This design comes from an exercise in tuning for small area and a short achievable clock period on the open sky130 flow, not from production work. RTL that was checked went through simulation tests only; none was proved equivalent to the original.

oak:
// fpga_trading_core
module fpga_trading_core (
    input  wire        clk,
    input  wire        rst_n,
    input  wire        market_data_valid,
    input  wire [31:0] market_data_price,
    input  wire [31:0] market_data_size,
    input  wire [1:0]  market_data_type,  
    output reg         send_order,
    output wire [31:0] best_bid_price,
    output wire [31:0] best_bid_size,
    output wire [31:0] best_ask_price,
    output wire [31:0] best_ask_size,
    output wire [15:0] book_imbalance_fixed,
    output wire [7:0]  trade_intensity,
    output wire        ai_prediction
);
export LEC_CHECK = 0
export CAP_MARGIN = 20
export CORE_MARGIN = 2
export CORE_UTILIZATION = 40
export CTS_BUF_LIST = sky130_fd_sc_hd__clkbuf_4
export SLEW_MARGIN = 20
create_clock -name core_clock -period 320.0 [get_ports {clk}]
standard.sh (not shown) runs the stock make flow with config.mk's settings and CLKGATE_MAP_FILE= SYNTH_SCRIPT=/design/flow/synth_recipe.tcl, a recipe that flattens the netlist after the stock synthesis.
==> flow/flow/run.sh <==
#!/bin/bash
set -euo pipefail
bash standard.sh "BUFFER_PORTS_ARGS=-buffer_cell sky130_fd_sc_hd__buf_1" SETUP_SLACK_MARGIN=252 finish > standard_flow.log 2>&1
oak has completed all stages; timing, DRC and antenna checks passed.
[inputs] pine vs oak
Settings: a deleted CTS_BUF_LIST that had been sky130_fd_sc_hd__clkbuf_4.
==> flow/flow/run.sh <==
#!/bin/bash
set -euo pipefail
MARGIN=${MARGIN:-254}
bash standard.sh SETUP_SLACK_MARGIN=$MARGIN finish > standard_flow.log 2>&1
Findings:
oak and pine all finish clean.
The lower shortest period the worst path allows came out of pine.
The run with more setup slack is pine; oak has less.
oak → pine: non-clock buffer count climbed 53; met1 wire length climbed 3200 um; number of maximum-capacitance violations barely changed.
Measured against each other, oak and pine differ in sequential share of layout area, the lower figure coming from pine.
No functional check of the RTL was part of any run of this note.

========
Another version of the RTL of fpga_trading_core (not shown whole).
Size: about 3800 cells after synthesis, roughly 290 flip-flops, about 220 I/O pins, ~36000 sq um of cells after synthesis.
==> flow/config.mk <==
export PLATFORM = sky130hd
export DESIGN_NAME = fpga_trading_core
export DESIGN_NICKNAME = fpga_trading_core
export VERILOG_FILES = /design/flow/design.v
export SDC_FILE = /design/flow/constraint.sdc
export NUM_CORES = 4
export LEC_CHECK = 0
export CAP_MARGIN = 20
export CORE_MARGIN = 2
export CORE_UTILIZATION = 40
export SLEW_MARGIN = 20
export SYNTH_HIERARCHICAL = 1
==> flow/constraint.sdc <==
create_clock -name core_clock -period 320.0 [get_ports {clk}]
set_input_delay 64.0000 -clock core_clock [delete_from_list [all_inputs] [get_ports {clk}]]
set_output_delay 64.0000 -clock core_clock [all_outputs]
set_load 0.01 [all_outputs]
==> flow/flow/run.sh <==
#!/bin/bash
# The standard layout (bash standard.sh), with these settings passed to its make:
#  - the port buffers are buf_1 cells;
#  - clock tree: clkbuf_8 cells, sink clusters of up to 20 flip-flops, no dummy loads.
# The make output goes to standard_flow.log; each tool's log is under orfs/logs/.
set -euo pipefail
MARGIN=254
bash standard.sh \
  "BUFFER_PORTS_ARGS=-buffer_cell sky130_fd_sc_hd__buf_1" \
  SETUP_SLACK_MARGIN=$MARGIN \
  "CTS_ARGS=-sink_clustering_enable -repair_clock_nets -buf_list sky130_fd_sc_hd__clkbuf_8 -sink_clustering_size 20 -sink_clustering_max_diameter 60 -dont_use_dummy_load" \
  finish > standard_flow.log 2>&1
The first run completed without violations.
Edit:
==> flow/flow/run.sh (replaced) <==
#!/bin/bash
# The standard layout (bash standard.sh), with two settings passed to its make:
#  - the port buffers are buf_1 cells;
set -euo pipefail
bash standard.sh "BUFFER_PORTS_ARGS=-buffer_cell sky130_fd_sc_hd__buf_1" SETUP_SLACK_MARGIN=254 finish > standard_flow.log 2>&1
Settings changed: CTS_BUF_LIST set to sky130_fd_sc_hd__clkbuf_4, SYNTH_HIERARCHICAL 1 to unset.
What happened:
- clock-buffer cell count goes up by 75
- global-route usage drops by 0.44 points
- area after synthesis barely changes
- cell area rose by 2.7%
- die area barely changes
- final cell count is higher by 3.1%

static timing again, ports no longer ideal:
The results above use ideal ports. As a check the final layouts listed here were re-extracted and re-timed, cells and wires unchanged.
Step 1, drivers: a clkbuf_16 drives clk and a buf_2 each remaining input, both assumed.
Step 2, shift: input delay + t, output delay - t, t = (earliest + latest rising clock arrival at the registers) / 2. This alone moves slack from input paths to output paths.
a / b / c = ideal / step 1 / step 2; a / b = the first two.
run	t, ns	setup WS [ns]	worst hold slack (ns)
oak	0.872	252.102 / 252.111 / 251.240	0.484 / 0.484 / 0.484
pine	0.629	252.482 / 252.498 / 251.870	0.490 / 0.490 / 0.490
the first run of note 2	0.672	253.991 / 253.930 / 253.419	0.477 / 0.477 / 0.477
the second run of note 2	0.875	253.124 / 253.138 / 252.263	0.476 / 0.476 / 0.476
After both steps setup and hold are still met in every run listed. For oak, which loses most, drivers alone change the setup slack by +0.009 ns; drivers and shift together by -0.862 ns.
